Background: an optimization exercise with open tools, aiming at small area. Do not read the settings as production practice.
The RTL was checked by simulation tests, not by an equivalence proof against the original design.

== run 1 ==
// FIR_filter
module FIR_filter(data_in,data_out,reset,CLK,music);
input wire signed [15:0] data_in;
output wire signed [31:0] data_out;
input reset;
input music;
input CLK;
reg [15:0] r0;
reg [15:0] r1;
reg [15:0] r2;
reg [15:0] r3;
reg [15:0] r4;
reg [15:0] r5;
reg [15:0] r6;
reg [15:0] r7;
reg [15:0] r8;
reg [15:0] r9;
reg [15:0] r10;
reg [15:0] r11;
reg [15:0] r12;
reg [15:0] r13;
reg [15:0] r14;
reg [15:0] r15;
reg [15:0] r16;
reg [15:0] r17;
reg [15:0] r18;
always @(posedge CLK or negedge reset)
  if (!reset) begin
    r0 <= 16'd0;
    r1 <= 16'd0;
    r2 <= 16'd0;
    r3 <= 16'd0;
    r4 <= 16'd0;
    r5 <= 16'd0;
    r6 <= 16'd0;
    r7 <= 16'd0;
    r8 <= 16'd0;
    r9 <= 16'd0;
    r10 <= 16'd0;
    r11 <= 16'd0;
    r12 <= 16'd0;
    r13 <= 16'd0;
    r14 <= 16'd0;
    r15 <= 16'd0;
    r16 <= 16'd0;
    r17 <= 16'd0;
    r18 <= 16'd0;
  end else begin
    r0 <= data_in;
    r1 <= r0;
    r2 <= r1;
    r3 <= r2;
    r4 <= r3;
    r5 <= r4;
    r6 <= r5;
    r7 <= r6;
    r8 <= r7;
    r9 <= r8;
    r10 <= r9;
    r11 <= r10;
    r12 <= r11;
    r13 <= r12;
    r14 <= r13;
    r15 <= r14;
    r16 <= r15;
    r17 <= r16;
    r18 <= r17;
  end
wire s1 = r3[0] ^ r18[0];
wire c2 = r3[0] & r18[0];
wire s3 = r3[1] ^ r18[1] ^ c2;
wire c4 = (r3[1] & r18[1]) | (r3[1] & c2) | (r18[1] & c2);
wire s5 = r3[2] ^ r18[2] ^ c4;
wire c6 = (r3[2] & r18[2]) | (r3[2] & c4) | (r18[2] & c4);
wire s7 = r3[3] ^ r18[3] ^ c6;
wire c8 = (r3[3] & r18[3]) | (r3[3] & c6) | (r18[3] & c6);
wire s9 = r3[4] ^ r18[4] ^ c8;
wire c10 = (r3[4] & r18[4]) | (r3[4] & c8) | (r18[4] & c8);
wire s11 = r3[5] ^ r18[5] ^ c10;
wire c12 = (r3[5] & r18[5]) | (r3[5] & c10) | (r18[5] & c10);
wire s13 = r3[6] ^ r18[6] ^ c12;
wire c14 = (r3[6] & r18[6]) | (r3[6] & c12) | (r18[6] & c12);
wire s15 = r3[7] ^ r18[7] ^ c14;
wire c16 = (r3[7] & r18[7]) | (r3[7] & c14) | (r18[7] & c14);
wire s17 = r3[8] ^ r18[8];
wire c18 = r3[8] & r18[8];
wire s19 = r3[9] ^ r18[9] ^ c18;
wire c20 = (r3[9] & r18[9]) | (r3[9] & c18) | (r18[9] & c18);
wire s21 = r3[10] ^ r18[10] ^ c20;
wire c22 = (r3[10] & r18[10]) | (r3[10] & c20) | (r18[10] & c20);
wire s23 = r3[11] ^ r18[11] ^ c22;
  ...
Size: about 1,300 cells after synthesis, ~23,000 µm² of cells after synthesis.
clock: 8.0 ns
lec_check: 0
abc_area: 1
cap_margin: 20
core_margin: 2
core_utilization: 65
slew_margin: 20
standard.sh (not shown) runs the stock make flow with config.mk's settings and CLKGATE_MAP_FILE= SYNTH_SCRIPT=/design/flow/synth_recipe.tcl, a recipe that flattens the netlist after the stock synthesis.
==> flow/flow/run.sh <==
#!/bin/bash
# Standard ORFS synthesis, then a netlist pass that re-chooses the polarity
# of the full-adder cells (a full adder is self-dual) to drop the inverters
# Yosys' extract_fa leaves between adders, then the standard layout.
set -euo pipefail
W=$(pwd)
R=$W/orfs/results/$FLOW_PLATFORM/FIR_filter/base
bash standard.sh synth > $W/synth.log 2>&1
cp $R/1_2_yosys.v $W/1_2_yosys.std.v
python3 $W/flow/polar.py $W/1_2_yosys.std.v $W/1_2_yosys.pol.v > $W/polar.log 2>&1
cp $W/1_2_yosys.pol.v $R/1_2_yosys.v
rm -f $R/1_synth.odb $R/1_synth.sdc
export BUFFER_PORTS_ARGS="-buffer_cell sky130_fd_sc_hd__buf_1"
export CTS_ARGS="-sink_clustering_enable -repair_clock_nets -dont_use_dummy_load -buf_list sky130_fd_sc_hd__clkbuf_8 -sink_clustering_size 20 -sink_clustering_max_diameter 70"
bash standard.sh finish > $W/layout.log 2>&1
Other scripts of this flow, unchanged in this note and not shown: flow/flow/polar.py
Run 1 closes out successfully: all stages finished, all timing, DRC and antenna checks passed.
[inputs] run 2 vs run 1
-- flow/config.mk --
<<< run 1, line 6
export NUM_CORES = 4
export LEC_CHECK = 0
export ABC_AREA = 1
export CAP_MARGIN = 20
export CORE_MARGIN = 2
export CORE_UTILIZATION = 65
export SLEW_MARGIN = 20
>>> run 2, line 6
export NUM_CORES = 4
export LEC_CHECK = 0
export CAP_MARGIN = 20
export CORE_MARGIN = 2
export CORE_UTILIZATION = 70
export SLEW_MARGIN = 20
Results
When the final numbers for run 2 and run 1 were put side by side, the finished layout cell area turned out to be greater in run 1.
Run 1 has higher number of core rows than run 2.
Non-clock buffer instance count of the final layout in run 2 is about 1.5% above run 1.
Looking at inverter count, run 2 sits about 5% lower than run 1 does.
Compared with run 1, run 2 shows met1 track utilization from global routing higher by 2.5 points.
Run 1 → run 2: average via count per standard cell up about 4%, final-layout clock-cell area share barely changed, first-pass GRT wire length has decreased, final wirelength has decreased.
Inputs modified between run 2 and run 3:
-- flow/flow/run.sh --
<<< run 2, line 12
rm -f $R/1_synth.odb $R/1_synth.sdc
export BUFFER_PORTS_ARGS="-buffer_cell sky130_fd_sc_hd__buf_1"
export CTS_ARGS="-sink_clustering_enable -repair_clock_nets -dont_use_dummy_load -buf_list sky130_fd_sc_hd__clkbuf_8 -sink_clustering_size 20 -sink_clustering_max_diameter 70"
bash standard.sh finish > $W/layout.log 2>&1
>>> run 3, line 12
rm -f $R/1_synth.odb $R/1_synth.sdc
export BUFFER_PORTS_ARGS="-buffer_cell sky130_fd_sc_hd__buf_1"
export CTS_ARGS="-sink_clustering_enable -repair_clock_nets -dont_use_dummy_load -buf_list sky130_fd_sc_hd__clkbuf_8 -sink_clustering_size 18 -sink_clustering_max_diameter 80"
bash standard.sh finish > $W/layout.log 2>&1
-- flow/config.mk --
<<< run 2, line 8
export CAP_MARGIN = 20
export CORE_MARGIN = 2
export CORE_UTILIZATION = 70
export SLEW_MARGIN = 20
>>> run 3, line 8
export CAP_MARGIN = 20
export CORE_MARGIN = 2
export CORE_UTILIZATION = 65
export CTS_BUF_LIST = sky130_fd_sc_hd__clkbuf_8
export CTS_CLUSTER_DIAMETER = 50
export CTS_CLUSTER_SIZE = 18
export SLEW_MARGIN = 20
[summary]
Every run in the comparison, run 3 and run 2, completed the flow with a clean layout.
Between run 3 and run 2, routed wire length per instance is lower for run 3, run 2 comes in above that.
[compare] base=run 2 new=run 3: met3 layer usage reported by global route has decreased, starting density of the core shrank by 5.7 points, final cycle utilization of the critical path roughly the same, layout filler cell count rose by 410.
Re non-clock buffer count: run 3 and run 2 aren't equal, and the lower value belongs to run 2.
For run 4, these inputs were changed with respect to run 3:
-- flow/flow/run.sh --
<<< run 3, line 12
rm -f $R/1_synth.odb $R/1_synth.sdc
export BUFFER_PORTS_ARGS="-buffer_cell sky130_fd_sc_hd__buf_1"
export CTS_ARGS="-sink_clustering_enable -repair_clock_nets -dont_use_dummy_load -buf_list sky130_fd_sc_hd__clkbuf_8 -sink_clustering_size 18 -sink_clustering_max_diameter 80"
bash standard.sh finish > $W/layout.log 2>&1
>>> run 4, line 12
rm -f $R/1_synth.odb $R/1_synth.sdc
export BUFFER_PORTS_ARGS="-buffer_cell sky130_fd_sc_hd__buf_1"
export CTS_ARGS="-sink_clustering_enable -repair_clock_nets -dont_use_dummy_load -buf_list sky130_fd_sc_hd__clkbuf_8 -sink_clustering_size 18 -sink_clustering_max_diameter 50"
bash standard.sh finish > $W/layout.log 2>&1
Findings:
Run 3 -> run 4: count of clock buffers in the final design increased by more than half. From run 3 to run 4 the numbers moved as follows: final non-filler cell total increased 13, setup slack after layout increased 0.021 ns, core utilization of the finished layout increased 0.53 points. [compare] base=run 3 new=run 4: transition time of the tightest slew-check pin lost 0.0087 ns, clock transition time at the flip-flop clock pins of the worst setup and hold paths decreased 0.03 ns, maximum frequency about even, critical path depth about even.
What run 5 does differently from run 4 at the input level:
-- flow/flow/run.sh --
<<< run 4, line 12
rm -f $R/1_synth.odb $R/1_synth.sdc
export BUFFER_PORTS_ARGS="-buffer_cell sky130_fd_sc_hd__buf_1"
export CTS_ARGS="-sink_clustering_enable -repair_clock_nets -dont_use_dummy_load -buf_list sky130_fd_sc_hd__clkbuf_8 -sink_clustering_size 18 -sink_clustering_max_diameter 50"
bash standard.sh finish > $W/layout.log 2>&1
>>> run 5, line 12
rm -f $R/1_synth.odb $R/1_synth.sdc
export BUFFER_PORTS_ARGS="-buffer_cell sky130_fd_sc_hd__buf_1"
export CTS_ARGS="-sink_clustering_enable -repair_clock_nets -dont_use_dummy_load -buf_list sky130_fd_sc_hd__clkbuf_16 -sink_clustering_size 30 -sink_clustering_max_diameter 50"
bash standard.sh finish > $W/layout.log 2>&1
[summary]
Run 5 ended with every stage complete and zero timing, DRC or antenna violations.
Run 5 vs run 4: average wire per cell in the routed design up in run 5
| logic depth of the worst setup path including buffers | run 4 vs run 5 | ≈ equal |
Diff run 5..run 4 | cell area after synthesis | unchanged
Run 5: sum of routed wire length over all layers 0.30% above run 4
Delta (run 5 minus run 4): final cell count now sits at about the same level.

## afterwards: timing with drivers on the ports
Ports are ideal in the flow. The routed layouts listed here were re-timed in OpenROAD. Step 1 (the two cells are an assumption about what drives the block):
set clk [get_ports {CLK}]
set_driving_cell -lib_cell sky130_fd_sc_hd__clkbuf_16 $clk
set_driving_cell -lib_cell sky130_fd_sc_hd__buf_2 [delete_from_list [all_inputs] $clk]
Step 2, shift: input delay + t, output delay - t, t = (earliest + latest rising clock arrival at the registers) / 2. This alone moves slack from input paths to output paths. Slacks: ideal / step 1 / step 2; pairs: ideal / step 1.
run	shift t [ns]	setup WS [ns]	hold WS [ns]	clock arrival spread, ns
run 1	0.638	0.241 / 0.241 / 0.241	0.324 / 0.324 / 0.324	0.096 / 0.096
run 2	0.625	0.226 / 0.226 / 0.226	0.353 / 0.353 / 0.353	0.057 / 0.057
run 3	0.659	0.218 / 0.218 / 0.218	0.306 / 0.306 / 0.306	0.049 / 0.049
run 4	0.645	0.238 / 0.238 / 0.238	0.329 / 0.329 / 0.329	0.068 / 0.068
run 5	0.582	0.196 / 0.196 / 0.196	0.331 / 0.331 / 0.331	0.054 / 0.054
After both steps every run listed still meets setup and hold.
